Background: an optimization exercise with open tools, aiming at small area and a short achievable clock period. Do not read the settings as production practice. Only simulation tests tie the RTL to the original design; equivalence was not proved. Power is estimated from default activity; no workload was simulated.

==> flow/design.v, too long to show whole: its modules and the start of the top module <==
// module AOI222: 6 lines
// module NAND4: 6 lines
// module NAND3: 6 lines
// module NOR3: 6 lines
// module NOR4: 6 lines
// module OAI22: 6 lines
// module OAI31: 6 lines
// module NAND2: 3 lines
// module NOR2: 3 lines
// module INV: 3 lines
// module OAI21: 3 lines
// module AOI21: 3 lines
// module XOR2: 3 lines
// module XNOR2: 3 lines
// module Adder: 747 lines
// module Register_File: 32 lines
// module Read_Port: 22 lines
// module ALU: 1489 lines
// module MIPS: 98 lines
module MIPS #(
    parameter  WIDTH = 32,
    parameter  DEPTH = 100,
    parameter  IMMEDIATE_size = 16,
    parameter  REG_ADDR_size = 5,
    parameter Target_Addr_size = 26)
(
input       wire        CLK,RST,
output      wire [WIDTH-1:0] PC,
input       wire [WIDTH-1:0] Instr,
output      wire [WIDTH-1:0] ALUOut,
output      wire [WIDTH-1:0] WriteData,
output      wire             MemWrite,
input       wire [WIDTH-1:0] ReadData
);
  // ...
==> flow/flow/run.sh <==
#!/bin/bash
# Own flow: the standard layout (standard.sh, its synthesis unchanged) with
# two changes to the layout steps:
#  - setup repair aims for 7 ns of slack (SETUP_SLACK_MARGIN=7), so the
#    layout is sized for a shorter period than the 17 ns it is built at;
#  - the port buffers are buf_2 cells (BUFFER_PORTS_ARGS).
# make's output goes to make.log here; each ORFS step's full log is in
# orfs/logs/<platform>/MIPS/base/.
set -euo pipefail
cd "$(dirname "$0")/.."
sed 's|"\${@:-finish}"|SETUP_SLACK_MARGIN=7 "BUFFER_PORTS_ARGS=-buffer_cell sky130_fd_sc_hd__buf_2" "${@:-finish}"|' \
  standard.sh > own_standard.sh
grep -q 'SETUP_SLACK_MARGIN=7' own_standard.sh
bash own_standard.sh finish > make.log 2>&1
==> flow/standard.sh <==
#!/bin/bash
# synth_recipe.tcl (not shown) runs the flow's synth.tcl, then flattens the netlist and writes it again
# the make line also repeats each setting of config.mk as NAME=value (left out here)
make -C /OpenROAD-flow-scripts/flow DESIGN_CONFIG=/design/flow/config.mk WORK_HOME=/design/flow/orfs CLKGATE_MAP_FILE= SYNTH_SCRIPT=/design/flow/synth_recipe.tcl "${@:-finish}"
==> flow/config.mk <==
export PLATFORM = sky130hd
export DESIGN_NAME = MIPS
export DESIGN_NICKNAME = MIPS
export VERILOG_FILES = /design/flow/design.v
export SDC_FILE = /design/flow/constraint.sdc
export NUM_CORES = 8
export LEC_CHECK = 0
export CAP_MARGIN = 20
export CORE_MARGIN = 2
export CORE_UTILIZATION = 55
export CTS_CLUSTER_DIAMETER = 80
export CTS_CLUSTER_SIZE = 30
export SLEW_MARGIN = 20
export SYNTH_HIERARCHICAL = 1
==> flow/constraint.sdc <==
create_clock -name core_clock -period 17.0 [get_ports {CLK}]
set_input_delay 3.4000 -clock core_clock [delete_from_list [all_inputs] [get_ports {CLK}]]
set_output_delay 3.4000 -clock core_clock [all_outputs]
set_load 0.01 [all_outputs]
==> key figures, run 1 <==
Run status
  • Status: complete, no violations

Critical path
  • FF-to-FF setup slack: between 8 and 9 ns
  • Crit path launch: Instr[22]
  • Worst Reg-to-Reg Cells: 25
  • CP Depth: 16
  • R2R Path Start: wb_d[4]
  • WS Path Type: in -> out
  • Critical path, cell by cell: buf_12, nand2b_4, buf_4, nor3_2, buf_6, a222oi_1, nand4_1, buf_4, nor4_4, nor2_2, a21oi_2, o21ai_2, a21oi_2, o21ai_2, xor2_4, buf_2

Clock network
  • Clock transition at path regs: roughly 0.11 ns
  • Deepest clock path buffer count: 3
  • Post-CTS Hold Buffers: 0

Cells and area
  • Diodes inserted: 3
  • Area Growth Syn to Fin: 16.08%
  • Fin util: 64.42%
  • Sequential share of cell area: 45.34%
  • Commonest non-fill, non-tap cell in the layout: edfxtp_1
  • #MultiIn Comb: 3329
  • Fillers: 8972

Route
  • DR iter-0 viols: ~11000
  • Met1 Routed Length: 94840 um

Power and ir drop
  • Overall Power: roughly 6.4 mW
  • Pwr dens: roughly 85 mW/mm^2
  • Comb power frac: 21.7%
  • Peak supply drop: slightly below 90 uV

Timing
  • Final Cycle Share: about three fifths
  • Post-route clock skew: between 0.05 and 0.06 ns
  • Final hold vios: 0

Worst hold path
  • Worst hold start: RF.valid[6]

Place
  • HPWL Detailed: between 150000 and 200000 um
  • DP Area: around 0.07 mm^2
  • Placed cell count: roughly 7000

Floorplanning
  • Initial Util: between 50% and 60%
  • Die Y: 346.7 um

Global routing
  • Pin count of the biggest net entering global routing: between 60 and 70
  • Gr ovfl total: 0
  • Vias in the first global route: 50810
  • GRT met3 Usage: between 10% and 20%
==> run 2: changes to the inputs <==
--- a/flow/design.v
+++ b/flow/design.v
@@ -56,16 +56,24 @@
 assign y = ~((a1 & a2) | b1);
 endmodule
 module XOR2 (input wire a, b, output wire y);
 assign y = a ^ b;
 endmodule
 module XNOR2 (input wire a, b, output wire y);
 assign y = ~(a ^ b);
 endmodule
+module FA (input wire a, b, ci, output wire s, co);
+assign s  = a ^ b ^ ci;
+assign co = (a & b) | (a & ci) | (b & ci);
+endmodule
+module HA (input wire a, b, output wire s, co);
+assign s  = a ^ b;
+assign co = a & b;
+endmodule
 module Adder (
 input  wire [95:0] H,
 input  wire [31:0] AN,
 input  wire [31:0] B,
 output wire [31:0] S
 );
 wire g0_0;
 wire p0_0;
@@ -1762,444 +1770,444 @@
 NAND2 u601 (.a(onen15), .b(t15), .y(twon15));
 INV u602 (.a(YN[31]), .y(neg15));
 wire pp15_0, mg15_0;
 NOR2 u603 (.a(onen15), .b(XN[0]), .y(mg15_0));
 XOR2 u604 (.a(mg15_0), .b(neg15), .y(pp15_0));
 wire pp15_1, mg15_1;
 OAI22 u605 (.a1(onen15), .a2(XN[1]), .b1(twon15), .b2(XN[0]), .y(mg15_1));
 XOR2 u606 (.a(mg15_1), .b(neg15), .y(pp15_1));
-wire s0 = neg1 ^ pp0_2;
-wire c0 = neg1 & pp0_2;
-wire s1 = pp0_3 ^ pp1_1;
-wire c1 = pp0_3 & pp1_1;
-wire s2 = neg2 ^ pp0_4 ^ pp1_2;
-wire c2 = (neg2 & pp0_4) | (neg2 & pp1_2) | (pp0_4 & pp1_2);
-wire s3 = pp2_0 ^ c1;
-wire c3 = pp2_0 & c1;
-wire s4 = pp0_5 ^ pp1_3 ^ pp2_1;
-wire c4 = (pp0_5 & pp1_3) | (pp0_5 & pp2_1) | (pp1_3 & pp2_1);
-wire s5 = c2 ^ s4;
-wire c5 = c2 & s4;
-wire s6 = neg3 ^ pp0_6 ^ pp1_4;
-wire c6 = (neg3 & pp0_6) | (neg3 & pp1_4) | (pp0_6 & pp1_4);
-wire s7 = pp2_2 ^ pp3_0 ^ c4;
-wire c7 = (pp2_2 & pp3_0) | (pp2_2 & c4) | (pp3_0 & c4);
-wire s8 = s6 ^ c5;
-wire c8 = s6 & c5;
-wire s9 = pp0_7 ^ pp1_5 ^ pp2_3;
-wire c9 = (pp0_7 & pp1_5) | (pp0_7 & pp2_3) | (pp1_5 & pp2_3);
-wire s10 = pp3_1 ^ c6 ^ s9;
-wire c10 = (pp3_1 & c6) | (pp3_1 & s9) | (c6 & s9);
-wire s11 = c7 ^ s10;
-wire c11 = c7 & s10;
-wire s12 = neg4 ^ pp0_8 ^ pp1_6;
-wire c12 = (neg4 & pp0_8) | (neg4 & pp1_6) | (pp0_8 & pp1_6);
-wire s13 = pp2_4 ^ pp3_2 ^ pp4_0;
-wire c13 = (pp2_4 & pp3_2) | (pp2_4 & pp4_0) | (pp3_2 & pp4_0);
-wire s14 = c9 ^ s12 ^ s13;
-wire c14 = (c9 & s12) | (c9 & s13) | (s12 & s13);
-wire s15 = c10 ^ s14;
-wire c15 = c10 & s14;
-wire s16 = pp0_9 ^ pp1_7 ^ pp2_5;
-wire c16 = (pp0_9 & pp1_7) | (pp0_9 & pp2_5) | (pp1_7 & pp2_5);
-wire s17 = pp3_3 ^ pp4_1 ^ c12;
-wire c17 = (pp3_3 & pp4_1) | (pp3_3 & c12) | (pp4_1 & c12);
-wire s18 = c13 ^ s16 ^ c14;
-wire c18 = (c13 & s16) | (c13 & c14) | (s16 & c14);
-wire s19 = s17 ^ c15;
-wire c19 = s17 & c15;
-wire s20 = neg5 ^ pp0_10 ^ pp1_8;
-wire c20 = (neg5 & pp0_10) | (neg5 & pp1_8) | (pp0_10 & pp1_8);
-wire s21 = pp2_6 ^ pp3_4 ^ pp4_2;
-wire c21 = (pp2_6 & pp3_4) | (pp2_6 & pp4_2) | (pp3_4 & pp4_2);
-wire s22 = pp5_0 ^ c16 ^ s20;
-wire c22 = (pp5_0 & c16) | (pp5_0 & s20) | (c16 & s20);
-wire s23 = s21 ^ c17 ^ s22;
-wire c23 = (s21 & c17) | (s21 & s22) | (c17 & s22);
-wire s24 = c18 ^ s23;
-wire c24 = c18 & s23;
-wire s25 = pp0_11 ^ pp1_9 ^ pp2_7;
-wire c25 = (pp0_11 & pp1_9) | (pp0_11 & pp2_7) | (pp1_9 & pp2_7);
-wire s26 = pp3_5 ^ pp4_3 ^ pp5_1;
-wire c26 = (pp3_5 & pp4_3) | (pp3_5 & pp5_1) | (pp4_3 & pp5_1);
-wire s27 = c20 ^ c21 ^ s25;
-wire c27 = (c20 & c21) | (c20 & s25) | (c21 & s25);
-wire s28 = s26 ^ c22 ^ s27;
-wire c28 = (s26 & c22) | (s26 & s27) | (c22 & s27);
-wire s29 = c23 ^ s28;
-wire c29 = c23 & s28;
-wire s30 = neg6 ^ pp0_12 ^ pp1_10;
-wire c30 = (neg6 & pp0_12) | (neg6 & pp1_10) | (pp0_12 & pp1_10);
-wire s31 = pp2_8 ^ pp3_6 ^ pp4_4;
-wire c31 = (pp2_8 & pp3_6) | (pp2_8 & pp4_4) | (pp3_6 & pp4_4);
-wire s32 = pp5_2 ^ pp6_0 ^ c25;
-wire c32 = (pp5_2 & pp6_0) | (pp5_2 & c25) | (pp6_0 & c25);
-wire s33 = c26 ^ s30 ^ s31;
-wire c33 = (c26 & s30) | (c26 & s31) | (s30 & s31);
-wire s34 = c27 ^ s32 ^ s33;
-wire c34 = (c27 & s32) | (c27 & s33) | (s32 & s33);
-wire s35 = c28 ^ s34;
-wire c35 = c28 & s34;
-wire s36 = pp0_13 ^ pp1_11 ^ pp2_9;
-wire c36 = (pp0_13 & pp1_11) | (pp0_13 & pp2_9) | (pp1_11 & pp2_9);
-wire s37 = pp3_7 ^ pp4_5 ^ pp5_3;
-wire c37 = (pp3_7 & pp4_5) | (pp3_7 & pp5_3) | (pp4_5 & pp5_3);
-wire s38 = pp6_1 ^ c30 ^ c31;
-wire c38 = (pp6_1 & c30) | (pp6_1 & c31) | (c30 & c31);
-wire s39 = s36 ^ s37 ^ c32;
-wire c39 = (s36 & s37) | (s36 & c32) | (s37 & c32);
-wire s40 = c33 ^ s38 ^ s39;
-wire c40 = (c33 & s38) | (c33 & s39) | (s38 & s39);
-wire s41 = c34 ^ c35;
-wire c41 = c34 & c35;
-wire s42 = neg7 ^ pp0_14 ^ pp1_12;
-wire c42 = (neg7 & pp0_14) | (neg7 & pp1_12) | (pp0_14 & pp1_12);
-wire s43 = pp2_10 ^ pp3_8 ^ pp4_6;
-wire c43 = (pp2_10 & pp3_8) | (pp2_10 & pp4_6) | (pp3_8 & pp4_6);
-wire s44 = pp5_4 ^ pp6_2 ^ pp7_0;
-wire c44 = (pp5_4 & pp6_2) | (pp5_4 & pp7_0) | (pp6_2 & pp7_0);
-wire s45 = c36 ^ c37 ^ s42;
-wire c45 = (c36 & c37) | (c36 & s42) | (c37 & s42);
-wire s46 = s43 ^ s44 ^ c38;
-wire c46 = (s43 & s44) | (s43 & c38) | (s44 & c38);
-wire s47 = s45 ^ c39 ^ s46;
-wire c47 = (s45 & c39) | (s45 & s46) | (c39 & s46);
-wire s48 = c40 ^ s47;
-wire c48 = c40 & s47;
-wire s49 = pp0_15 ^ pp1_13 ^ pp2_11;
-wire c49 = (pp0_15 & pp1_13) | (pp0_15 & pp2_11) | (pp1_13 & pp2_11);
-wire s50 = pp3_9 ^ pp4_7 ^ pp5_5;
-wire c50 = (pp3_9 & pp4_7) | (pp3_9 & pp5_5) | (pp4_7 & pp5_5);
-wire s51 = pp6_3 ^ pp7_1 ^ c42;
-wire c51 = (pp6_3 & pp7_1) | (pp6_3 & c42) | (pp7_1 & c42);
-wire s52 = c43 ^ c44 ^ s49;
-wire c52 = (c43 & c44) | (c43 & s49) | (c44 & s49);
-wire s53 = s50 ^ c45 ^ s51;
-wire c53 = (s50 & c45) | (s50 & s51) | (c45 & s51);
-wire s54 = s52 ^ c46 ^ s53;
-wire c54 = (s52 & c46) | (s52 & s53) | (c46 & s53);
-wire s55 = c47 ^ s54;
-wire c55 = c47 & s54;
-wire s56 = neg8 ^ pp0_16 ^ pp1_14;
-wire c56 = (neg8 & pp0_16) | (neg8 & pp1_14) | (pp0_16 & pp1_14);
-wire s57 = pp2_12 ^ pp3_10 ^ pp4_8;
-wire c57 = (pp2_12 & pp3_10) | (pp2_12 & pp4_8) | (pp3_10 & pp4_8);
-wire s58 = pp5_6 ^ pp6_4 ^ pp7_2;
-wire c58 = (pp5_6 & pp6_4) | (pp5_6 & pp7_2) | (pp6_4 & pp7_2);
-wire s59 = pp8_0 ^ c49 ^ c50;
-wire c59 = (pp8_0 & c49) | (pp8_0 & c50) | (c49 & c50);
-wire s60 = s56 ^ s57 ^ s58;
-wire c60 = (s56 & s57) | (s56 & s58) | (s57 & s58);
-wire s61 = c51 ^ c52 ^ s59;
-wire c61 = (c51 & c52) | (c51 & s59) | (c52 & s59);
-wire s62 = s60 ^ c53 ^ s61;
-wire c62 = (s60 & c53) | (s60 & s61) | (c53 & s61);
-wire s63 = c54 ^ s62;
-wire c63 = c54 & s62;
-wire s64 = pp0_17 ^ pp1_15 ^ pp2_13;
-wire c64 = (pp0_17 & pp1_15) | (pp0_17 & pp2_13) | (pp1_15 & pp2_13);
-wire s65 = pp3_11 ^ pp4_9 ^ pp5_7;
-wire c65 = (pp3_11 & pp4_9) | (pp3_11 & pp5_7) | (pp4_9 & pp5_7);
-wire s66 = pp6_5 ^ pp7_3 ^ pp8_1;
-wire c66 = (pp6_5 & pp7_3) | (pp6_5 & pp8_1) | (pp7_3 & pp8_1);
-wire s67 = c56 ^ c57 ^ c58;
-wire c67 = (c56 & c57) | (c56 & c58) | (c57 & c58);
-wire s68 = s64 ^ s65 ^ s66;
-wire c68 = (s64 & s65) | (s64 & s66) | (s65 & s66);
-wire s69 = c59 ^ c60 ^ s67;
-wire c69 = (c59 & c60) | (c59 & s67) | (c60 & s67);
-wire s70 = s68 ^ c61 ^ s69;
-wire c70 = (s68 & c61) | (s68 & s69) | (c61 & s69);
-wire s71 = c62 ^ s70;
-wire c71 = c62 & s70;
-wire s72 = neg9 ^ pp0_18 ^ pp1_16;
-wire c72 = (neg9 & pp0_18) | (neg9 & pp1_16) | (pp0_18 & pp1_16);
-wire s73 = pp2_14 ^ pp3_12 ^ pp4_10;
-wire c73 = (pp2_14 & pp3_12) | (pp2_14 & pp4_10) | (pp3_12 & pp4_10);
-wire s74 = pp5_8 ^ pp6_6 ^ pp7_4;
-wire c74 = (pp5_8 & pp6_6) | (pp5_8 & pp7_4) | (pp6_6 & pp7_4);
-wire s75 = pp8_2 ^ pp9_0 ^ c64;
-wire c75 = (pp8_2 & pp9_0) | (pp8_2 & c64) | (pp9_0 & c64);
-wire s76 = c65 ^ c66 ^ s72;
-wire c76 = (c65 & c66) | (c65 & s72) | (c66 & s72);
-wire s77 = s73 ^ s74 ^ c67;
-wire c77 = (s73 & s74) | (s73 & c67) | (s74 & c67);
-wire s78 = c68 ^ s75 ^ s76;
-wire c78 = (c68 & s75) | (c68 & s76) | (s75 & s76);
-wire s79 = c69 ^ s77 ^ s78;
-wire c79 = (c69 & s77) | (c69 & s78) | (s77 & s78);
-wire s80 = c70 ^ s79;
-wire c80 = c70 & s79;
-wire s81 = pp0_19 ^ pp1_17 ^ pp2_15;
-wire c81 = (pp0_19 & pp1_17) | (pp0_19 & pp2_15) | (pp1_17 & pp2_15);
-wire s82 = pp3_13 ^ pp4_11 ^ pp5_9;
-wire c82 = (pp3_13 & pp4_11) | (pp3_13 & pp5_9) | (pp4_11 & pp5_9);
-wire s83 = pp6_7 ^ pp7_5 ^ pp8_3;
-wire c83 = (pp6_7 & pp7_5) | (pp6_7 & pp8_3) | (pp7_5 & pp8_3);
-wire s84 = pp9_1 ^ c72 ^ c73;
-wire c84 = (pp9_1 & c72) | (pp9_1 & c73) | (c72 & c73);
-wire s85 = c74 ^ s81 ^ s82;
-wire c85 = (c74 & s81) | (c74 & s82) | (s81 & s82);
-wire s86 = s83 ^ c75 ^ c76;
-wire c86 = (s83 & c75) | (s83 & c76) | (c75 & c76);
-wire s87 = s84 ^ s85 ^ c77;
-wire c87 = (s84 & s85) | (s84 & c77) | (s85 & c77);
-wire s88 = c78 ^ s86 ^ s87;
-wire c88 = (c78 & s86) | (c78 & s87) | (s86 & s87);
-wire s89 = c79 ^ c80;
-wire c89 = c79 & c80;
-wire s90 = neg10 ^ pp0_20 ^ pp1_18;
-wire c90 = (neg10 & pp0_20) | (neg10 & pp1_18) | (pp0_20 & pp1_18);
-wire s91 = pp2_16 ^ pp3_14 ^ pp4_12;
-wire c91 = (pp2_16 & pp3_14) | (pp2_16 & pp4_12) | (pp3_14 & pp4_12);
-wire s92 = pp5_10 ^ pp6_8 ^ pp7_6;
-wire c92 = (pp5_10 & pp6_8) | (pp5_10 & pp7_6) | (pp6_8 & pp7_6);
-wire s93 = pp8_4 ^ pp9_2 ^ pp10_0;
-wire c93 = (pp8_4 & pp9_2) | (pp8_4 & pp10_0) | (pp9_2 & pp10_0);
-wire s94 = c81 ^ c82 ^ c83;
-wire c94 = (c81 & c82) | (c81 & c83) | (c82 & c83);
-wire s95 = s90 ^ s91 ^ s92;
-wire c95 = (s90 & s91) | (s90 & s92) | (s91 & s92);
-wire s96 = s93 ^ c84 ^ c85;
-wire c96 = (s93 & c84) | (s93 & c85) | (c84 & c85);
-wire s97 = s94 ^ s95 ^ c86;
-wire c97 = (s94 & s95) | (s94 & c86) | (s95 & c86);
-wire s98 = s96 ^ c87 ^ s97;
-wire c98 = (s96 & c87) | (s96 & s97) | (c87 & s97);
-wire s99 = pp0_21 ^ pp1_19 ^ pp2_17;
-wire c99 = (pp0_21 & pp1_19) | (pp0_21 & pp2_17) | (pp1_19 & pp2_17);
-wire s100 = pp3_15 ^ pp4_13 ^ pp5_11;
-wire c100 = (pp3_15 & pp4_13) | (pp3_15 & pp5_11) | (pp4_13 & pp5_11);
-wire s101 = pp6_9 ^ pp7_7 ^ pp8_5;
-wire c101 = (pp6_9 & pp7_7) | (pp6_9 & pp8_5) | (pp7_7 & pp8_5);
-wire s102 = pp9_3 ^ pp10_1 ^ c90;
-wire c102 = (pp9_3 & pp10_1) | (pp9_3 & c90) | (pp10_1 & c90);
-wire s103 = c91 ^ c92 ^ c93;
-wire c103 = (c91 & c92) | (c91 & c93) | (c92 & c93);
-wire s104 = s99 ^ s100 ^ s101;
-wire c104 = (s99 & s100) | (s99 & s101) | (s100 & s101);
-wire s105 = c94 ^ c95 ^ s102;
-wire c105 = (c94 & c95) | (c94 & s102) | (c95 & s102);
-wire s106 = s103 ^ s104 ^ c96;
-wire c106 = (s103 & s104) | (s103 & c96) | (s104 & c96);
-wire s107 = s105 ^ c97;
-wire c107 = s105 & c97;
-wire s108 = neg11 ^ pp0_22 ^ pp1_20;
-wire c108 = (neg11 & pp0_22) | (neg11 & pp1_20) | (pp0_22 & pp1_20);
-wire s109 = pp2_18 ^ pp3_16 ^ pp4_14;
-wire c109 = (pp2_18 & pp3_16) | (pp2_18 & pp4_14) | (pp3_16 & pp4_14);
-wire s110 = pp5_12 ^ pp6_10 ^ pp7_8;
-wire c110 = (pp5_12 & pp6_10) | (pp5_12 & pp7_8) | (pp6_10 & pp7_8);
-wire s111 = pp8_6 ^ pp9_4 ^ pp10_2;
-wire c111 = (pp8_6 & pp9_4) | (pp8_6 & pp10_2) | (pp9_4 & pp10_2);
-wire s112 = pp11_0 ^ c99 ^ c100;
-wire c112 = (pp11_0 & c99) | (pp11_0 & c100) | (c99 & c100);
-wire s113 = c101 ^ s108 ^ s109;
-wire c113 = (c101 & s108) | (c101 & s109) | (s108 & s109);
-wire s114 = s110 ^ s111 ^ c102;
-wire c114 = (s110 & s111) | (s110 & c102) | (s111 & c102);
-wire s115 = c103 ^ c104 ^ s112;
-wire c115 = (c103 & c104) | (c103 & s112) | (c104 & s112);
-wire s116 = s113 ^ c105 ^ s114;
-wire c116 = (s113 & c105) | (s113 & s114) | (c105 & s114);
-wire s117 = s115 ^ c106;
-wire c117 = s115 & c106;
-wire s118 = pp0_23 ^ pp1_21 ^ pp2_19;
-wire c118 = (pp0_23 & pp1_21) | (pp0_23 & pp2_19) | (pp1_21 & pp2_19);
-wire s119 = pp3_17 ^ pp4_15 ^ pp5_13;
-wire c119 = (pp3_17 & pp4_15) | (pp3_17 & pp5_13) | (pp4_15 & pp5_13);
-wire s120 = pp6_11 ^ pp7_9 ^ pp8_7;
-wire c120 = (pp6_11 & pp7_9) | (pp6_11 & pp8_7) | (pp7_9 & pp8_7);
-wire s121 = pp9_5 ^ pp10_3 ^ pp11_1;
-wire c121 = (pp9_5 & pp10_3) | (pp9_5 & pp11_1) | (pp10_3 & pp11_1);
-wire s122 = c108 ^ c109 ^ c110;
-wire c122 = (c108 & c109) | (c108 & c110) | (c109 & c110);
-wire s123 = c111 ^ s118 ^ s119;
-wire c123 = (c111 & s118) | (c111 & s119) | (s118 & s119);
-wire s124 = s120 ^ s121 ^ c112;
-wire c124 = (s120 & s121) | (s120 & c112) | (s121 & c112);
-wire s125 = c113 ^ s122 ^ s123;
-wire c125 = (c113 & s122) | (c113 & s123) | (s122 & s123);
-wire s126 = c114 ^ c115 ^ s124;
-wire c126 = (c114 & c115) | (c114 & s124) | (c115 & s124);
-wire s127 = s125 ^ c116;
-wire c127 = s125 & c116;
-wire s128 = neg12 ^ pp0_24 ^ pp1_22;
-wire c128 = (neg12 & pp0_24) | (neg12 & pp1_22) | (pp0_24 & pp1_22);
-wire s129 = pp2_20 ^ pp3_18 ^ pp4_16;
-wire c129 = (pp2_20 & pp3_18) | (pp2_20 & pp4_16) | (pp3_18 & pp4_16);
-wire s130 = pp5_14 ^ pp6_12 ^ pp7_10;
-wire c130 = (pp5_14 & pp6_12) | (pp5_14 & pp7_10) | (pp6_12 & pp7_10);
-wire s131 = pp8_8 ^ pp9_6 ^ pp10_4;
-wire c131 = (pp8_8 & pp9_6) | (pp8_8 & pp10_4) | (pp9_6 & pp10_4);
-wire s132 = pp11_2 ^ pp12_0 ^ c118;
-wire c132 = (pp11_2 & pp12_0) | (pp11_2 & c118) | (pp12_0 & c118);
-wire s133 = c119 ^ c120 ^ c121;
-wire c133 = (c119 & c120) | (c119 & c121) | (c120 & c121);
-wire s134 = s128 ^ s129 ^ s130;
-wire c134 = (s128 & s129) | (s128 & s130) | (s129 & s130);
-wire s135 = s131 ^ c122 ^ c123;
-wire c135 = (s131 & c122) | (s131 & c123) | (c122 & c123);
-wire s136 = s132 ^ s133 ^ s134;
-wire c136 = (s132 & s133) | (s132 & s134) | (s133 & s134);
-wire s137 = c124 ^ c125 ^ s135;
-wire c137 = (c124 & c125) | (c124 & s135) | (c125 & s135);
-wire s138 = s136 ^ c126;
-wire c138 = s136 & c126;
-wire s139 = pp0_25 ^ pp1_23 ^ pp2_21;
-wire c139 = (pp0_25 & pp1_23) | (pp0_25 & pp2_21) | (pp1_23 & pp2_21);
-wire s140 = pp3_19 ^ pp4_17 ^ pp5_15;
-wire c140 = (pp3_19 & pp4_17) | (pp3_19 & pp5_15) | (pp4_17 & pp5_15);
-wire s141 = pp6_13 ^ pp7_11 ^ pp8_9;
-wire c141 = (pp6_13 & pp7_11) | (pp6_13 & pp8_9) | (pp7_11 & pp8_9);
-wire s142 = pp9_7 ^ pp10_5 ^ pp11_3;
-wire c142 = (pp9_7 & pp10_5) | (pp9_7 & pp11_3) | (pp10_5 & pp11_3);
-wire s143 = pp12_1 ^ c128 ^ c129;
-wire c143 = (pp12_1 & c128) | (pp12_1 & c129) | (c128 & c129);
-wire s144 = c130 ^ c131 ^ s139;
-wire c144 = (c130 & c131) | (c130 & s139) | (c131 & s139);
-wire s145 = s140 ^ s141 ^ s142;
-wire c145 = (s140 & s141) | (s140 & s142) | (s141 & s142);
-wire s146 = c132 ^ c133 ^ c134;
-wire c146 = (c132 & c133) | (c132 & c134) | (c133 & c134);
-wire s147 = s143 ^ s144 ^ s145;
-wire c147 = (s143 & s144) | (s143 & s145) | (s144 & s145);
-wire s148 = c135 ^ c136 ^ s146;
-wire c148 = (c135 & c136) | (c135 & s146) | (c136 & s146);
-wire s149 = s147 ^ c137;
-wire c149 = s147 & c137;
-wire s150 = neg13 ^ pp0_26 ^ pp1_24;
-wire c150 = (neg13 & pp0_26) | (neg13 & pp1_24) | (pp0_26 & pp1_24);
-wire s151 = pp2_22 ^ pp3_20 ^ pp4_18;
-wire c151 = (pp2_22 & pp3_20) | (pp2_22 & pp4_18) | (pp3_20 & pp4_18);
-wire s152 = pp5_16 ^ pp6_14 ^ pp7_12;
-wire c152 = (pp5_16 & pp6_14) | (pp5_16 & pp7_12) | (pp6_14 & pp7_12);
-wire s153 = pp8_10 ^ pp9_8 ^ pp10_6;
-wire c153 = (pp8_10 & pp9_8) | (pp8_10 & pp10_6) | (pp9_8 & pp10_6);
-wire s154 = pp11_4 ^ pp12_2 ^ pp13_0;
-wire c154 = (pp11_4 & pp12_2) | (pp11_4 & pp13_0) | (pp12_2 & pp13_0);
-wire s155 = c139 ^ c140 ^ c141;
-wire c155 = (c139 & c140) | (c139 & c141) | (c140 & c141);
-wire s156 = c142 ^ s150 ^ s151;
-wire c156 = (c142 & s150) | (c142 & s151) | (s150 & s151);
-wire s157 = s152 ^ s153 ^ s154;
-wire c157 = (s152 & s153) | (s152 & s154) | (s153 & s154);
-wire s158 = c143 ^ c144 ^ c145;
-wire c158 = (c143 & c144) | (c143 & c145) | (c144 & c145);
-wire s159 = s155 ^ s156 ^ s157;
-wire c159 = (s155 & s156) | (s155 & s157) | (s156 & s157);
-wire s160 = c146 ^ c147 ^ s158;
-wire c160 = (c146 & c147) | (c146 & s158) | (c147 & s158);
-wire s161 = s159 ^ c148;
-wire c161 = s159 & c148;
-wire s162 = pp0_27 ^ pp1_25 ^ pp2_23;
-wire c162 = (pp0_27 & pp1_25) | (pp0_27 & pp2_23) | (pp1_25 & pp2_23);
-wire s163 = pp3_21 ^ pp4_19 ^ pp5_17;
-wire c163 = (pp3_21 & pp4_19) | (pp3_21 & pp5_17) | (pp4_19 & pp5_17);
-wire s164 = pp6_15 ^ pp7_13 ^ pp8_11;
-wire c164 = (pp6_15 & pp7_13) | (pp6_15 & pp8_11) | (pp7_13 & pp8_11);
-wire s165 = pp9_9 ^ pp10_7 ^ pp11_5;
-wire c165 = (pp9_9 & pp10_7) | (pp9_9 & pp11_5) | (pp10_7 & pp11_5);
-wire s166 = pp12_3 ^ pp13_1 ^ c150;
-wire c166 = (pp12_3 & pp13_1) | (pp12_3 & c150) | (pp13_1 & c150);
-wire s167 = c151 ^ c152 ^ c153;
-wire c167 = (c151 & c152) | (c151 & c153) | (c152 & c153);
-wire s168 = c154 ^ s162 ^ s163;
-wire c168 = (c154 & s162) | (c154 & s163) | (s162 & s163);
-wire s169 = s164 ^ s165 ^ c155;
-wire c169 = (s164 & s165) | (s164 & c155) | (s165 & c155);
-wire s170 = c156 ^ c157 ^ s166;
-wire c170 = (c156 & c157) | (c156 & s166) | (c157 & s166);
-wire s171 = s167 ^ s168 ^ c158;
-wire c171 = (s167 & s168) | (s167 & c158) | (s168 & c158);
-wire s172 = s169 ^ c159 ^ s170;
-wire c172 = (s169 & c159) | (s169 & s170) | (c159 & s170);
-wire s173 = s171 ^ c160;
-wire c173 = s171 & c160;
-wire s174 = neg14 ^ pp0_28 ^ pp1_26;
-wire c174 = (neg14 & pp0_28) | (neg14 & pp1_26) | (pp0_28 & pp1_26);
-wire s175 = pp2_24 ^ pp3_22 ^ pp4_20;
-wire c175 = (pp2_24 & pp3_22) | (pp2_24 & pp4_20) | (pp3_22 & pp4_20);
-wire s176 = pp5_18 ^ pp6_16 ^ pp7_14;
-wire c176 = (pp5_18 & pp6_16) | (pp5_18 & pp7_14) | (pp6_16 & pp7_14);
-wire s177 = pp8_12 ^ pp9_10 ^ pp10_8;
-wire c177 = (pp8_12 & pp9_10) | (pp8_12 & pp10_8) | (pp9_10 & pp10_8);
-wire s178 = pp11_6 ^ pp12_4 ^ pp13_2;
-wire c178 = (pp11_6 & pp12_4) | (pp11_6 & pp13_2) | (pp12_4 & pp13_2);
-wire s179 = pp14_0 ^ c162 ^ c163;
-wire c179 = (pp14_0 & c162) | (pp14_0 & c163) | (c162 & c163);
-wire s180 = c164 ^ c165 ^ s174;
-wire c180 = (c164 & c165) | (c164 & s174) | (c165 & s174);
-wire s181 = s175 ^ s176 ^ s177;
-wire c181 = (s175 & s176) | (s175 & s177) | (s176 & s177);
-wire s182 = s178 ^ c166 ^ c167;
-wire c182 = (s178 & c166) | (s178 & c167) | (c166 & c167);
-wire s183 = c168 ^ s179 ^ s180;
-wire c183 = (c168 & s179) | (c168 & s180) | (s179 & s180);
-wire s184 = s181 ^ c169 ^ c170;
-wire c184 = (s181 & c169) | (s181 & c170) | (c169 & c170);
-wire s185 = s182 ^ s183 ^ c171;
-wire c185 = (s182 & s183) | (s182 & c171) | (s183 & c171);
-wire s186 = s184 ^ c172;
-wire c186 = s184 & c172;
-wire s187 = pp0_29 ^ pp1_27 ^ pp2_25;
-wire c187 = (pp0_29 & pp1_27) | (pp0_29 & pp2_25) | (pp1_27 & pp2_25);
-wire s188 = pp3_23 ^ pp4_21 ^ pp5_19;
-wire c188 = (pp3_23 & pp4_21) | (pp3_23 & pp5_19) | (pp4_21 & pp5_19);
-wire s189 = pp6_17 ^ pp7_15 ^ pp8_13;
-wire c189 = (pp6_17 & pp7_15) | (pp6_17 & pp8_13) | (pp7_15 & pp8_13);
-wire s190 = pp9_11 ^ pp10_9 ^ pp11_7;
-wire c190 = (pp9_11 & pp10_9) | (pp9_11 & pp11_7) | (pp10_9 & pp11_7);
-wire s191 = pp12_5 ^ pp13_3 ^ pp14_1;
-wire c191 = (pp12_5 & pp13_3) | (pp12_5 & pp14_1) | (pp13_3 & pp14_1);
-wire s192 = c174 ^ c175 ^ c176;
-wire c192 = (c174 & c175) | (c174 & c176) | (c175 & c176);
-wire s193 = c177 ^ c178 ^ s187;
-wire c193 = (c177 & c178) | (c177 & s187) | (c178 & s187);
-wire s194 = s188 ^ s189 ^ s190;
-wire c194 = (s188 & s189) | (s188 & s190) | (s189 & s190);
-wire s195 = s191 ^ c179 ^ c180;
-wire c195 = (s191 & c179) | (s191 & c180) | (c179 & c180);
-wire s196 = c181 ^ s192 ^ s193;
-wire c196 = (c181 & s192) | (c181 & s193) | (s192 & s193);
-wire s197 = s194 ^ c182 ^ c183;
-wire c197 = (s194 & c182) | (s194 & c183) | (c182 & c183);
-wire s198 = s195 ^ s196 ^ c184;
-wire c198 = (s195 & s196) | (s195 & c184) | (s196 & c184);
-wire s199 = s197 ^ c186;
-wire c199 = s197 & c186;
-wire s200 = neg15 ^ pp0_30 ^ pp1_28;
-wire c200 = (neg15 & pp0_30) | (neg15 & pp1_28) | (pp0_30 & pp1_28);
-wire s201 = pp2_26 ^ pp3_24 ^ pp4_22;
-wire c201 = (pp2_26 & pp3_24) | (pp2_26 & pp4_22) | (pp3_24 & pp4_22);
-wire s202 = pp5_20 ^ pp6_18 ^ pp7_16;
-wire c202 = (pp5_20 & pp6_18) | (pp5_20 & pp7_16) | (pp6_18 & pp7_16);
-wire s203 = pp8_14 ^ pp9_12 ^ pp10_10;
-wire c203 = (pp8_14 & pp9_12) | (pp8_14 & pp10_10) | (pp9_12 & pp10_10);
-wire s204 = pp11_8 ^ pp12_6 ^ pp13_4;
-wire c204 = (pp11_8 & pp12_6) | (pp11_8 & pp13_4) | (pp12_6 & pp13_4);
-wire s205 = pp14_2 ^ pp15_0 ^ c187;
-wire c205 = (pp14_2 & pp15_0) | (pp14_2 & c187) | (pp15_0 & c187);
-wire s206 = c188 ^ c189 ^ c190;
-wire c206 = (c188 & c189) | (c188 & c190) | (c189 & c190);
-wire s207 = c191 ^ s200 ^ s201;
-wire c207 = (c191 & s200) | (c191 & s201) | (s200 & s201);
-wire s208 = s202 ^ s203 ^ s204;
-wire c208 = (s202 & s203) | (s202 & s204) | (s203 & s204);
-wire s209 = c192 ^ c193 ^ c194;
-wire c209 = (c192 & c193) | (c192 & c194) | (c193 & c194);
-wire s210 = s205 ^ s206 ^ s207;
-wire c210 = (s205 & s206) | (s205 & s207) | (s206 & s207);
-wire s211 = s208 ^ c195 ^ c196;
-wire c211 = (s208 & c195) | (s208 & c196) | (c195 & c196);
-wire s212 = s209 ^ s210 ^ c197;
-wire c212 = (s209 & s210) | (s209 & c197) | (s210 & c197);
-wire s213 = s211 ^ c198;
-wire c213 = s211 & c198;
+wire s0, c0;
+HA u607 (.a(neg1), .b(pp0_2), .s(s0), .co(c0));
+wire s1, c1;
+HA u608 (.a(pp0_3), .b(pp1_1), .s(s1), .co(c1));
+wire s2, c2;
+FA u609 (.a(neg2), .b(pp0_4), .ci(pp1_2), .s(s2), .co(c2));
+wire s3, c3;
+HA u610 (.a(pp2_0), .b(c1), .s(s3), .co(c3));
+wire s4, c4;
+FA u611 (.a(pp0_5), .b(pp1_3), .ci(pp2_1), .s(s4), .co(c4));
+wire s5, c5;
+HA u612 (.a(c2), .b(s4), .s(s5), .co(c5));
+wire s6, c6;
+FA u613 (.a(neg3), .b(pp0_6), .ci(pp1_4), .s(s6), .co(c6));
+wire s7, c7;
+FA u614 (.a(pp2_2), .b(pp3_0), .ci(c4), .s(s7), .co(c7));
+wire s8, c8;
+HA u615 (.a(s6), .b(c5), .s(s8), .co(c8));
+wire s9, c9;
+FA u616 (.a(pp0_7), .b(pp1_5), .ci(pp2_3), .s(s9), .co(c9));
+wire s10, c10;
+FA u617 (.a(pp3_1), .b(c6), .ci(s9), .s(s10), .co(c10));
+wire s11, c11;
+HA u618 (.a(c7), .b(s10), .s(s11), .co(c11));
+wire s12, c12;
+FA u619 (.a(neg4), .b(pp0_8), .ci(pp1_6), .s(s12), .co(c12));
+wire s13, c13;
+FA u620 (.a(pp2_4), .b(pp3_2), .ci(pp4_0), .s(s13), .co(c13));
+wire s14, c14;
+FA u621 (.a(c9), .b(s12), .ci(s13), .s(s14), .co(c14));
+wire s15, c15;
+HA u622 (.a(c10), .b(s14), .s(s15), .co(c15));
+wire s16, c16;
+FA u623 (.a(pp0_9), .b(pp1_7), .ci(pp2_5), .s(s16), .co(c16));
+wire s17, c17;
+FA u624 (.a(pp3_3), .b(pp4_1), .ci(c12), .s(s17), .co(c17));
+wire s18, c18;
+FA u625 (.a(c13), .b(s16), .ci(c14), .s(s18), .co(c18));
+wire s19, c19;
+HA u626 (.a(s17), .b(c15), .s(s19), .co(c19));
+wire s20, c20;
+FA u627 (.a(neg5), .b(pp0_10), .ci(pp1_8), .s(s20), .co(c20));
+wire s21, c21;
+FA u628 (.a(pp2_6), .b(pp3_4), .ci(pp4_2), .s(s21), .co(c21));
+wire s22, c22;
+FA u629 (.a(pp5_0), .b(c16), .ci(s20), .s(s22), .co(c22));
+wire s23, c23;
+FA u630 (.a(s21), .b(c17), .ci(s22), .s(s23), .co(c23));
+wire s24, c24;
+HA u631 (.a(c18), .b(s23), .s(s24), .co(c24));
+wire s25, c25;
+FA u632 (.a(pp0_11), .b(pp1_9), .ci(pp2_7), .s(s25), .co(c25));
+wire s26, c26;
+FA u633 (.a(pp3_5), .b(pp4_3), .ci(pp5_1), .s(s26), .co(c26));
+wire s27, c27;
+FA u634 (.a(c20), .b(c21), .ci(s25), .s(s27), .co(c27));
+wire s28, c28;
+FA u635 (.a(s26), .b(c22), .ci(s27), .s(s28), .co(c28));
+wire s29, c29;
+HA u636 (.a(c23), .b(s28), .s(s29), .co(c29));
+wire s30, c30;
+FA u637 (.a(neg6), .b(pp0_12), .ci(pp1_10), .s(s30), .co(c30));
+wire s31, c31;
+FA u638 (.a(pp2_8), .b(pp3_6), .ci(pp4_4), .s(s31), .co(c31));
+wire s32, c32;
+FA u639 (.a(pp5_2), .b(pp6_0), .ci(c25), .s(s32), .co(c32));
+wire s33, c33;
+FA u640 (.a(c26), .b(s30), .ci(s31), .s(s33), .co(c33));
+wire s34, c34;
+FA u641 (.a(c27), .b(s32), .ci(s33), .s(s34), .co(c34));
+wire s35, c35;
+HA u642 (.a(c28), .b(s34), .s(s35), .co(c35));
+wire s36, c36;
+FA u643 (.a(pp0_13), .b(pp1_11), .ci(pp2_9), .s(s36), .co(c36));
+wire s37, c37;
+FA u644 (.a(pp3_7), .b(pp4_5), .ci(pp5_3), .s(s37), .co(c37));
+wire s38, c38;
+FA u645 (.a(pp6_1), .b(c30), .ci(c31), .s(s38), .co(c38));
+wire s39, c39;
+FA u646 (.a(s36), .b(s37), .ci(c32), .s(s39), .co(c39));
+wire s40, c40;
+FA u647 (.a(c33), .b(s38), .ci(s39), .s(s40), .co(c40));
+wire s41, c41;
+HA u648 (.a(c34), .b(c35), .s(s41), .co(c41));
+wire s42, c42;
+FA u649 (.a(neg7), .b(pp0_14), .ci(pp1_12), .s(s42), .co(c42));
+wire s43, c43;
+FA u650 (.a(pp2_10), .b(pp3_8), .ci(pp4_6), .s(s43), .co(c43));
+wire s44, c44;
+FA u651 (.a(pp5_4), .b(pp6_2), .ci(pp7_0), .s(s44), .co(c44));
+wire s45, c45;
+FA u652 (.a(c36), .b(c37), .ci(s42), .s(s45), .co(c45));
+wire s46, c46;
+FA u653 (.a(s43), .b(s44), .ci(c38), .s(s46), .co(c46));
+wire s47, c47;
+FA u654 (.a(s45), .b(c39), .ci(s46), .s(s47), .co(c47));
+wire s48, c48;
+HA u655 (.a(c40), .b(s47), .s(s48), .co(c48));
+wire s49, c49;
+FA u656 (.a(pp0_15), .b(pp1_13), .ci(pp2_11), .s(s49), .co(c49));
+wire s50, c50;
+FA u657 (.a(pp3_9), .b(pp4_7), .ci(pp5_5), .s(s50), .co(c50));
+wire s51, c51;
+FA u658 (.a(pp6_3), .b(pp7_1), .ci(c42), .s(s51), .co(c51));
+wire s52, c52;
+FA u659 (.a(c43), .b(c44), .ci(s49), .s(s52), .co(c52));
+wire s53, c53;
+FA u660 (.a(s50), .b(c45), .ci(s51), .s(s53), .co(c53));
+wire s54, c54;
+FA u661 (.a(s52), .b(c46), .ci(s53), .s(s54), .co(c54));
+wire s55, c55;
+HA u662 (.a(c47), .b(s54), .s(s55), .co(c55));
+wire s56, c56;
+FA u663 (.a(neg8), .b(pp0_16), .ci(pp1_14), .s(s56), .co(c56));
+wire s57, c57;
+FA u664 (.a(pp2_12), .b(pp3_10), .ci(pp4_8), .s(s57), .co(c57));
+wire s58, c58;
+FA u665 (.a(pp5_6), .b(pp6_4), .ci(pp7_2), .s(s58), .co(c58));
+wire s59, c59;
+FA u666 (.a(pp8_0), .b(c49), .ci(c50), .s(s59), .co(c59));
+wire s60, c60;
+FA u667 (.a(s56), .b(s57), .ci(s58), .s(s60), .co(c60));
+wire s61, c61;
+FA u668 (.a(c51), .b(c52), .ci(s59), .s(s61), .co(c61));
+wire s62, c62;
+FA u669 (.a(s60), .b(c53), .ci(s61), .s(s62), .co(c62));
+wire s63, c63;
+HA u670 (.a(c54), .b(s62), .s(s63), .co(c63));
+wire s64, c64;
+FA u671 (.a(pp0_17), .b(pp1_15), .ci(pp2_13), .s(s64), .co(c64));
+wire s65, c65;
+FA u672 (.a(pp3_11), .b(pp4_9), .ci(pp5_7), .s(s65), .co(c65));
+wire s66, c66;
+FA u673 (.a(pp6_5), .b(pp7_3), .ci(pp8_1), .s(s66), .co(c66));
+wire s67, c67;
+FA u674 (.a(c56), .b(c57), .ci(c58), .s(s67), .co(c67));
+wire s68, c68;
+FA u675 (.a(s64), .b(s65), .ci(s66), .s(s68), .co(c68));
+wire s69, c69;
+FA u676 (.a(c59), .b(c60), .ci(s67), .s(s69), .co(c69));
+wire s70, c70;
+FA u677 (.a(s68), .b(c61), .ci(s69), .s(s70), .co(c70));
+wire s71, c71;
+HA u678 (.a(c62), .b(s70), .s(s71), .co(c71));
+wire s72, c72;
+FA u679 (.a(neg9), .b(pp0_18), .ci(pp1_16), .s(s72), .co(c72));
+wire s73, c73;
+FA u680 (.a(pp2_14), .b(pp3_12), .ci(pp4_10), .s(s73), .co(c73));
+wire s74, c74;
+FA u681 (.a(pp5_8), .b(pp6_6), .ci(pp7_4), .s(s74), .co(c74));
+wire s75, c75;
+FA u682 (.a(pp8_2), .b(pp9_0), .ci(c64), .s(s75), .co(c75));
+wire s76, c76;
+FA u683 (.a(c65), .b(c66), .ci(s72), .s(s76), .co(c76));
+wire s77, c77;
+FA u684 (.a(s73), .b(s74), .ci(c67), .s(s77), .co(c77));
+wire s78, c78;
+FA u685 (.a(c68), .b(s75), .ci(s76), .s(s78), .co(c78));
+wire s79, c79;
+FA u686 (.a(c69), .b(s77), .ci(s78), .s(s79), .co(c79));
+wire s80, c80;
+HA u687 (.a(c70), .b(s79), .s(s80), .co(c80));
+wire s81, c81;
+FA u688 (.a(pp0_19), .b(pp1_17), .ci(pp2_15), .s(s81), .co(c81));
+wire s82, c82;
+FA u689 (.a(pp3_13), .b(pp4_11), .ci(pp5_9), .s(s82), .co(c82));
+wire s83, c83;
+FA u690 (.a(pp6_7), .b(pp7_5), .ci(pp8_3), .s(s83), .co(c83));
+wire s84, c84;
+FA u691 (.a(pp9_1), .b(c72), .ci(c73), .s(s84), .co(c84));
+wire s85, c85;
+FA u692 (.a(c74), .b(s81), .ci(s82), .s(s85), .co(c85));
+wire s86, c86;
+FA u693 (.a(s83), .b(c75), .ci(c76), .s(s86), .co(c86));
+wire s87, c87;
+FA u694 (.a(s84), .b(s85), .ci(c77), .s(s87), .co(c87));
+wire s88, c88;
+FA u695 (.a(c78), .b(s86), .ci(s87), .s(s88), .co(c88));
+wire s89, c89;
+HA u696 (.a(c79), .b(c80), .s(s89), .co(c89));
+wire s90, c90;
+FA u697 (.a(neg10), .b(pp0_20), .ci(pp1_18), .s(s90), .co(c90));
+wire s91, c91;
+FA u698 (.a(pp2_16), .b(pp3_14), .ci(pp4_12), .s(s91), .co(c91));
+wire s92, c92;
+FA u699 (.a(pp5_10), .b(pp6_8), .ci(pp7_6), .s(s92), .co(c92));
+wire s93, c93;
+FA u700 (.a(pp8_4), .b(pp9_2), .ci(pp10_0), .s(s93), .co(c93));
+wire s94, c94;
+FA u701 (.a(c81), .b(c82), .ci(c83), .s(s94), .co(c94));
+wire s95, c95;
+FA u702 (.a(s90), .b(s91), .ci(s92), .s(s95), .co(c95));
+wire s96, c96;
+FA u703 (.a(s93), .b(c84), .ci(c85), .s(s96), .co(c96));
+wire s97, c97;
+FA u704 (.a(s94), .b(s95), .ci(c86), .s(s97), .co(c97));
+wire s98, c98;
+FA u705 (.a(s96), .b(c87), .ci(s97), .s(s98), .co(c98));
+wire s99, c99;
+FA u706 (.a(pp0_21), .b(pp1_19), .ci(pp2_17), .s(s99), .co(c99));
+wire s100, c100;
+FA u707 (.a(pp3_15), .b(pp4_13), .ci(pp5_11), .s(s100), .co(c100));
+wire s101, c101;
+FA u708 (.a(pp6_9), .b(pp7_7), .ci(pp8_5), .s(s101), .co(c101));
+wire s102, c102;
+FA u709 (.a(pp9_3), .b(pp10_1), .ci(c90), .s(s102), .co(c102));
+wire s103, c103;
+FA u710 (.a(c91), .b(c92), .ci(c93), .s(s103), .co(c103));
+wire s104, c104;
+FA u711 (.a(s99), .b(s100), .ci(s101), .s(s104), .co(c104));
+wire s105, c105;
+FA u712 (.a(c94), .b(c95), .ci(s102), .s(s105), .co(c105));
+wire s106, c106;
+FA u713 (.a(s103), .b(s104), .ci(c96), .s(s106), .co(c106));
+wire s107, c107;
+HA u714 (.a(s105), .b(c97), .s(s107), .co(c107));
+wire s108, c108;
+FA u715 (.a(neg11), .b(pp0_22), .ci(pp1_20), .s(s108), .co(c108));
+wire s109, c109;
+FA u716 (.a(pp2_18), .b(pp3_16), .ci(pp4_14), .s(s109), .co(c109));
+wire s110, c110;
+FA u717 (.a(pp5_12), .b(pp6_10), .ci(pp7_8), .s(s110), .co(c110));
+wire s111, c111;
+FA u718 (.a(pp8_6), .b(pp9_4), .ci(pp10_2), .s(s111), .co(c111));
+wire s112, c112;
+FA u719 (.a(pp11_0), .b(c99), .ci(c100), .s(s112), .co(c112));
+wire s113, c113;
+FA u720 (.a(c101), .b(s108), .ci(s109), .s(s113), .co(c113));
+wire s114, c114;
+FA u721 (.a(s110), .b(s111), .ci(c102), .s(s114), .co(c114));
+wire s115, c115;
+FA u722 (.a(c103), .b(c104), .ci(s112), .s(s115), .co(c115));
+wire s116, c116;
+FA u723 (.a(s113), .b(c105), .ci(s114), .s(s116), .co(c116));
+wire s117, c117;
+HA u724 (.a(s115), .b(c106), .s(s117), .co(c117));
+wire s118, c118;
+FA u725 (.a(pp0_23), .b(pp1_21), .ci(pp2_19), .s(s118), .co(c118));
+wire s119, c119;
+FA u726 (.a(pp3_17), .b(pp4_15), .ci(pp5_13), .s(s119), .co(c119));
+wire s120, c120;
+FA u727 (.a(pp6_11), .b(pp7_9), .ci(pp8_7), .s(s120), .co(c120));
+wire s121, c121;
+FA u728 (.a(pp9_5), .b(pp10_3), .ci(pp11_1), .s(s121), .co(c121));
+wire s122, c122;
+FA u729 (.a(c108), .b(c109), .ci(c110), .s(s122), .co(c122));
+wire s123, c123;
+FA u730 (.a(c111), .b(s118), .ci(s119), .s(s123), .co(c123));
+wire s124, c124;
+FA u731 (.a(s120), .b(s121), .ci(c112), .s(s124), .co(c124));
+wire s125, c125;
+FA u732 (.a(c113), .b(s122), .ci(s123), .s(s125), .co(c125));
+wire s126, c126;
+FA u733 (.a(c114), .b(c115), .ci(s124), .s(s126), .co(c126));
+wire s127, c127;
+HA u734 (.a(s125), .b(c116), .s(s127), .co(c127));
+wire s128, c128;
+FA u735 (.a(neg12), .b(pp0_24), .ci(pp1_22), .s(s128), .co(c128));
+wire s129, c129;
+FA u736 (.a(pp2_20), .b(pp3_18), .ci(pp4_16), .s(s129), .co(c129));
+wire s130, c130;
+FA u737 (.a(pp5_14), .b(pp6_12), .ci(pp7_10), .s(s130), .co(c130));
+wire s131, c131;
+FA u738 (.a(pp8_8), .b(pp9_6), .ci(pp10_4), .s(s131), .co(c131));
+wire s132, c132;
+FA u739 (.a(pp11_2), .b(pp12_0), .ci(c118), .s(s132), .co(c132));
+wire s133, c133;
+FA u740 (.a(c119), .b(c120), .ci(c121), .s(s133), .co(c133));
+wire s134, c134;
+FA u741 (.a(s128), .b(s129), .ci(s130), .s(s134), .co(c134));
+wire s135, c135;
+FA u742 (.a(s131), .b(c122), .ci(c123), .s(s135), .co(c135));
+wire s136, c136;
+FA u743 (.a(s132), .b(s133), .ci(s134), .s(s136), .co(c136));
+wire s137, c137;
+FA u744 (.a(c124), .b(c125), .ci(s135), .s(s137), .co(c137));
+wire s138, c138;
+HA u745 (.a(s136), .b(c126), .s(s138), .co(c138));
+wire s139, c139;
+FA u746 (.a(pp0_25), .b(pp1_23), .ci(pp2_21), .s(s139), .co(c139));
+wire s140, c140;
+FA u747 (.a(pp3_19), .b(pp4_17), .ci(pp5_15), .s(s140), .co(c140));
+wire s141, c141;
+FA u748 (.a(pp6_13), .b(pp7_11), .ci(pp8_9), .s(s141), .co(c141));
+wire s142, c142;
+FA u749 (.a(pp9_7), .b(pp10_5), .ci(pp11_3), .s(s142), .co(c142));
+wire s143, c143;
+FA u750 (.a(pp12_1), .b(c128), .ci(c129), .s(s143), .co(c143));
+wire s144, c144;
+FA u751 (.a(c130), .b(c131), .ci(s139), .s(s144), .co(c144));
+wire s145, c145;
+FA u752 (.a(s140), .b(s141), .ci(s142), .s(s145), .co(c145));
+wire s146, c146;
+FA u753 (.a(c132), .b(c133), .ci(c134), .s(s146), .co(c146));
+wire s147, c147;
+FA u754 (.a(s143), .b(s144), .ci(s145), .s(s147), .co(c147));
+wire s148, c148;
+FA u755 (.a(c135), .b(c136), .ci(s146), .s(s148), .co(c148));
+wire s149, c149;
+HA u756 (.a(s147), .b(c137), .s(s149), .co(c149));
+wire s150, c150;
+FA u757 (.a(neg13), .b(pp0_26), .ci(pp1_24), .s(s150), .co(c150));
+wire s151, c151;
+FA u758 (.a(pp2_22), .b(pp3_20), .ci(pp4_18), .s(s151), .co(c151));
+wire s152, c152;
+FA u759 (.a(pp5_16), .b(pp6_14), .ci(pp7_12), .s(s152), .co(c152));
+wire s153, c153;
+FA u760 (.a(pp8_10), .b(pp9_8), .ci(pp10_6), .s(s153), .co(c153));
+wire s154, c154;
+FA u761 (.a(pp11_4), .b(pp12_2), .ci(pp13_0), .s(s154), .co(c154));
+wire s155, c155;
+FA u762 (.a(c139), .b(c140), .ci(c141), .s(s155), .co(c155));
+wire s156, c156;
+FA u763 (.a(c142), .b(s150), .ci(s151), .s(s156), .co(c156));
+wire s157, c157;
+FA u764 (.a(s152), .b(s153), .ci(s154), .s(s157), .co(c157));
+wire s158, c158;
+FA u765 (.a(c143), .b(c144), .ci(c145), .s(s158), .co(c158));
+wire s159, c159;
+FA u766 (.a(s155), .b(s156), .ci(s157), .s(s159), .co(c159));
+wire s160, c160;
+FA u767 (.a(c146), .b(c147), .ci(s158), .s(s160), .co(c160));
+wire s161, c161;
+HA u768 (.a(s159), .b(c148), .s(s161), .co(c161));
+wire s162, c162;
+FA u769 (.a(pp0_27), .b(pp1_25), .ci(pp2_23), .s(s162), .co(c162));
+wire s163, c163;
+FA u770 (.a(pp3_21), .b(pp4_19), .ci(pp5_17), .s(s163), .co(c163));
+wire s164, c164;
+FA u771 (.a(pp6_15), .b(pp7_13), .ci(pp8_11), .s(s164), .co(c164));
+wire s165, c165;
+FA u772 (.a(pp9_9), .b(pp10_7), .ci(pp11_5), .s(s165), .co(c165));
+wire s166, c166;
+FA u773 (.a(pp12_3), .b(pp13_1), .ci(c150), .s(s166), .co(c166));
+wire s167, c167;
+FA u774 (.a(c151), .b(c152), .ci(c153), .s(s167), .co(c167));
+wire s168, c168;
+FA u775 (.a(c154), .b(s162), .ci(s163), .s(s168), .co(c168));
+wire s169, c169;
+FA u776 (.a(s164), .b(s165), .ci(c155), .s(s169), .co(c169));
+wire s170, c170;
+FA u777 (.a(c156), .b(c157), .ci(s166), .s(s170), .co(c170));
+wire s171, c171;
+FA u778 (.a(s167), .b(s168), .ci(c158), .s(s171), .co(c171));
+wire s172, c172;
+FA u779 (.a(s169), .b(c159), .ci(s170), .s(s172), .co(c172));
+wire s173, c173;
+HA u780 (.a(s171), .b(c160), .s(s173), .co(c173));
+wire s174, c174;
+FA u781 (.a(neg14), .b(pp0_28), .ci(pp1_26), .s(s174), .co(c174));
+wire s175, c175;
+FA u782 (.a(pp2_24), .b(pp3_22), .ci(pp4_20), .s(s175), .co(c175));
+wire s176, c176;
+FA u783 (.a(pp5_18), .b(pp6_16), .ci(pp7_14), .s(s176), .co(c176));
+wire s177, c177;
+FA u784 (.a(pp8_12), .b(pp9_10), .ci(pp10_8), .s(s177), .co(c177));
+wire s178, c178;
+FA u785 (.a(pp11_6), .b(pp12_4), .ci(pp13_2), .s(s178), .co(c178));
+wire s179, c179;
+FA u786 (.a(pp14_0), .b(c162), .ci(c163), .s(s179), .co(c179));
+wire s180, c180;
+FA u787 (.a(c164), .b(c165), .ci(s174), .s(s180), .co(c180));
+wire s181, c181;
+FA u788 (.a(s175), .b(s176), .ci(s177), .s(s181), .co(c181));
+wire s182, c182;
+FA u789 (.a(s178), .b(c166), .ci(c167), .s(s182), .co(c182));
+wire s183, c183;
+FA u790 (.a(c168), .b(s179), .ci(s180), .s(s183), .co(c183));
+wire s184, c184;
+FA u791 (.a(s181), .b(c169), .ci(c170), .s(s184), .co(c184));
+wire s185, c185;
+FA u792 (.a(s182), .b(s183), .ci(c171), .s(s185), .co(c185));
+wire s186, c186;
+HA u793 (.a(s184), .b(c172), .s(s186), .co(c186));
+wire s187, c187;
+FA u794 (.a(pp0_29), .b(pp1_27), .ci(pp2_25), .s(s187), .co(c187));
+wire s188, c188;
+FA u795 (.a(pp3_23), .b(pp4_21), .ci(pp5_19), .s(s188), .co(c188));
+wire s189, c189;
+FA u796 (.a(pp6_17), .b(pp7_15), .ci(pp8_13), .s(s189), .co(c189));
+wire s190, c190;
+FA u797 (.a(pp9_11), .b(pp10_9), .ci(pp11_7), .s(s190), .co(c190));
+wire s191, c191;
+FA u798 (.a(pp12_5), .b(pp13_3), .ci(pp14_1), .s(s191), .co(c191));
+wire s192, c192;
+FA u799 (.a(c174), .b(c175), .ci(c176), .s(s192), .co(c192));
+wire s193, c193;
+FA u800 (.a(c177), .b(c178), .ci(s187), .s(s193), .co(c193));
+wire s194, c194;
+FA u801 (.a(s188), .b(s189), .ci(s190), .s(s194), .co(c194));
+wire s195, c195;
+FA u802 (.a(s191), .b(c179), .ci(c180), .s(s195), .co(c195));
+wire s196, c196;
+FA u803 (.a(c181), .b(s192), .ci(s193), .s(s196), .co(c196));
+wire s197, c197;
+FA u804 (.a(s194), .b(c182), .ci(c183), .s(s197), .co(c197));
+wire s198, c198;
+FA u805 (.a(s195), .b(s196), .ci(c184), .s(s198), .co(c198));
+wire s199, c199;
+HA u806 (.a(s197), .b(c186), .s(s199), .co(c199));
+wire s200, c200;
+FA u807 (.a(neg15), .b(pp0_30), .ci(pp1_28), .s(s200), .co(c200));
+wire s201, c201;
+FA u808 (.a(pp2_26), .b(pp3_24), .ci(pp4_22), .s(s201), .co(c201));
+wire s202, c202;
+FA u809 (.a(pp5_20), .b(pp6_18), .ci(pp7_16), .s(s202), .co(c202));
+wire s203, c203;
+FA u810 (.a(pp8_14), .b(pp9_12), .ci(pp10_10), .s(s203), .co(c203));
+wire s204, c204;
+FA u811 (.a(pp11_8), .b(pp12_6), .ci(pp13_4), .s(s204), .co(c204));
+wire s205, c205;
+FA u812 (.a(pp14_2), .b(pp15_0), .ci(c187), .s(s205), .co(c205));
+wire s206, c206;
+FA u813 (.a(c188), .b(c189), .ci(c190), .s(s206), .co(c206));
+wire s207, c207;
+FA u814 (.a(c191), .b(s200), .ci(s201), .s(s207), .co(c207));
+wire s208, c208;
+FA u815 (.a(s202), .b(s203), .ci(s204), .s(s208), .co(c208));
+wire s209, c209;
+FA u816 (.a(c192), .b(c193), .ci(c194), .s(s209), .co(c209));
+wire s210, c210;
+FA u817 (.a(s205), .b(s206), .ci(s207), .s(s210), .co(c210));
+wire s211, c211;
+FA u818 (.a(s208), .b(c195), .ci(c196), .s(s211), .co(c211));
+wire s212, c212;
+FA u819 (.a(s209), .b(s210), .ci(c197), .s(s212), .co(c212));
+wire s213, c213;
+HA u820 (.a(s211), .b(c198), .s(s213), .co(c213));
 wire x214 = pp0_31 ^ pp1_29;
 wire x215 = pp2_27 ^ pp3_25;
 wire x216 = pp4_23 ^ pp5_21;
 wire x217 = pp6_19 ^ pp7_17;
 wire x218 = pp8_15 ^ pp9_13;
 wire x219 = pp10_11 ^ pp11_9;
 wire x220 = pp12_7 ^ pp13_5;
 wire x221 = pp14_3 ^ pp15_1;
==> key figures, run 2 <==
Yosys
  • Syn Inst Count: 4769 (was 5063)
  • Ys Warns: 8 (unchanged)
  • Syn avg cell area: 13.32 um^2 (was 12.76 um^2)
  • Cell area after synthesis: 0.06352 mm^2 (was 0.06458 mm^2)

Route
  • Avg Vias per Cell: 7.734 (was 7.526)
  • Wire per inst: 38.43 um (was 37.28 um)
  • Drt drc: 0 (unchanged)
  • WL final: 259700 um (was 264800 um)
  • TritonRoute pass-1 iters: 14 (was 13)
  • Vias: 52260 (was 53460)
  • DR iter-0 viols: 11370 (was 11170)
  • Antenna viol nets, final: 0 (unchanged)

Cells and area
  • Commonest non-fill, non-tap cell in the layout: edfxtp_1 (unchanged)
  • Design Area, Final: 0.07336 mm^2 (was 0.07496 mm^2)
  • Highest-count cells in the layout ignoring fill and taps: 1024 x edfxtp_1, 704 x a222oi_1, 317 x xor2_1 (was 1024 x edfxtp_1, 704 x a222oi_1, 375 x inv_1)
  • Nets@finish: 5620 (was 5949)
  • Max reg flops: 1024 (unchanged)
  • Register with the most flip-flops: RF.ENTRY.q (unchanged)
  • Area Growth Syn to Fin: 15.48% (was 16.08%)
  • Fin cells: 6758 (was 7103)
  • Layout cells sized above 1: 24.27% (was 23.30%)

Critical path
  • Required @ worst endpoint: 13.60 ns (about the same)
  • Worst Reg-to-Reg Cells: 27 (was 25)
  • WS Path Type: in -> out (unchanged)
  • Crit. End Element: output port (unchanged)
  • Slowest stage cell on the critical path: a222oi_1 (unchanged)
  • Crit path DAT: 6.74 ns (was 6.79 ns)
  • Most used cell, CP: o21ai_2
  • Critical path, cell by cell: buf_8, or2_4, buf_6, nor3_4, buf_12, clkbuf_16, a222oi_1, nand4_1, buf_4, nor4_4, o21ai_2, a21oi_2, o21ai_2, a21oi_2, o21ai_2, xor2_2, buf_2 (was buf_12, nand2b_4, buf_4, nor3_2, buf_6, a222oi_1, nand4_1, buf_4, nor4_4, nor2_2, a21oi_2, o21ai_2, a21oi_2, o21ai_2, xor2_4, buf_2)
  • Worst Path Max Fanout: 8 (was 16)
  • Worst setup SP type: primary input (unchanged)
  • Worst path max stage delay: 0.42 ns (was 0.68 ns)

Clock network
  • Deepest clock path buffer count: 3 (unchanged)
  • CTS tree: done (unchanged)
  • Post-CTS Hold Buffers: 0 (unchanged)
  • CTS H-tree lvls: 2 (unchanged)
  • CTS Buf Count: 55 (was 57)
  • Clock sinks: 1170 (unchanged)
  • Clk Latency, worst-skew pair: 0.75 ns (about the same)
  • Clock root buffer master: clkbuf_16 (unchanged)
  • Clock transition at path regs: 0.10 ns (was 0.11 ns)

Global routing
  • First-pass GRT wire length: 358500 um (was 368900 um)
  • Initial antenna violation count: 8 (was 5)
  • Gr ovfl total: 0 (unchanged)
  • Vias in the first global route: 50370 (was 50810)
  • GRT Total Usage: 42.48% (was 42.78%)
  • Pin count of the biggest net entering global routing: 83 (was 64)

Floorplanning
  • Die X: 343.9 um (was 346.7 um)
  • IO Pins: 163 (unchanged)
  • Die area: 0.1182 mm^2 (was 0.1202 mm^2)
  • Num rows: 124 (was 125)
  • Core Area: 0.1145 mm^2 (was 0.1164 mm^2)
  • Initial Util: 55.48% (was 55.50%)
  • Die Y: 343.9 um (was 346.7 um)

Worst hold path
  • HP Class: reg -> reg (unchanged)
  • Cells on Worst Hold Path: 1 (unchanged)

Timing
  • Post-route clock skew: 0.09269 ns (was 0.05208 ns)
  • Min Tclk post-route: 10.14 ns (was 10.19 ns)
  • Final Cycle Share: 59.68% (was 59.93%)
  • Final setup vio count: 0 (unchanged)
  • Slew @ Worst Pin: 1.054 ns (was 1.070 ns)
  • Max Slew Vio Count: 0 (unchanged)
  • Final hold vios: 0 (unchanged)
  • Fmax: 0.09857 GHz (was 0.09815 GHz)
  • RSZ-0062 raised after global routing: true (unchanged)
  • Sum Neg Setup Slack: 0 ns (unchanged)
  • Setup ws final: 6.855 ns (was 6.811 ns)
  • Slew margin rel.: 29.63% (was 28.50%)

Place
  • IO Port Bufs: 160 (unchanged)
  • Post-Place Worst Slack: 6.086 ns (was 5.966 ns)
  • DP Area: 0.06879 mm^2 (was 0.06982 mm^2)
  • HPWL Detailed: 162700 um (was 166300 um)
  • GP Congestion: 0.9861 (was 0.9592)
  • Placed cell count: 6516 (was 6817)

Run status
  • Status: complete, no violations (unchanged)

Power and ir drop
  • Peak supply drop: 80.88 uV (was 86.62 uV)
  • Pwr dens: 85.45 mW/mm^2 (was 85.02 mW/mm^2)
  • Overall Power: 6.268 mW (was 6.373 mW)
  • Leakage: 28.05 nW (was 28.63 nW)

Flow run
  • MaxCap Viol Count: 0 (unchanged)
## run 2: area by class of cell
cell class,count,area [um^2]
repair buffers,527,4154
fillers,8754,41140
well taps,1512,1892
multi-input cells,3323,30920
flip-flops and latches,1170,33990
clock buffers,69,1460
clock inverters,23,440.4
diodes,4,10.01
inverters,130,491.7
## run 2: power by group
group	total, mW	switching [mW]	internal (mW)	leakage, nW
Combinational	1.34	0.843	0.493	16.1
Clock	1.70	1.01	0.689	0.906
Sequential	3.23	0.0565	3.18	11.0
## run 2: critical path: cells and delay by family
family	cells	cell delay, ns
compound gates	6	1.14
buf+inv	6	1.01
simple gates	4	0.80
xor+xnor	1	0.34
## run 2: final timing paths
path                                    from      endpoint  slack (ns)
worst max-delay path               Instr[22]    ALUOut[17]        6.86
worst min-delay path            RF.valid[31]  RF.valid[31]        0.47
worst max register to register       wb_s[0]      wb_c[19]        8.41
max in group asynchronous                RST       pc_q[4]       13.39
min in group asynchronous                RST  RF.valid[10]        2.59
worst min register to register  RF.valid[31]  RF.valid[31]        0.47
## run 2: layer usage
layer	GRT usage, %	vias to the layer above	part of all wire [%]
li1	-	20990	-
met1	55.52	25970	35
met2	62.11	4401	43
met3	12.32	904	15
met4	27.47	4	7.6
met5	0.2404	-	0.021
## run 2: timing repair
action / CTS / global route
buffers inserted: 105 / 31
cloned: 2 / 8
pin swaps: 95 / 89
gates resized for setup: 138 / 140
endpoints found under the setup margin: 46 / 43
## run 2: through the flow
stage,hold slack [ns],util (%)
2_1_floorplan,0.4265,-
3_3_place_gp,0.4429,60.07
3_5_place_dp,0.4466,60.08
4_1_cts,0.4702,63.23
5_1_grt,0.4876,64.06
6_report,0.4737,64.07

[separate check: timing with driven ports]
How much do the figures lean on ideal ports? The routed layouts below were timed once more, with nothing changed but the port constraints. Step 1 assumes that a clkbuf_16 drives the clock port and a buf_2 every other input. Step 2 adds t to the input delays and takes it off the output delays; t is the mean of the earliest and latest rising clock arrival at the registers after step 1. Input paths then give back, and output paths get back, about the clock's delay inside the block. Slacks: ideal ports / drivers / drivers and shift; pairs: ideal ports / drivers.
run | t (ns) | setup slack, ns | worst data-port slew with drivers (ns) | cell pins on the clock port's net
run 1 | 0.810 | 6.811 / 6.645 / 6.451 | 0.25 | 1
run 2 | 0.791 | 6.855 / 6.659 / 6.323 | 0.22 | 1
After both steps setup and hold are still met in every run listed. The setup slack of run 2, which loses most, moves by -0.196 ns with the drivers and by -0.532 ns with both steps.
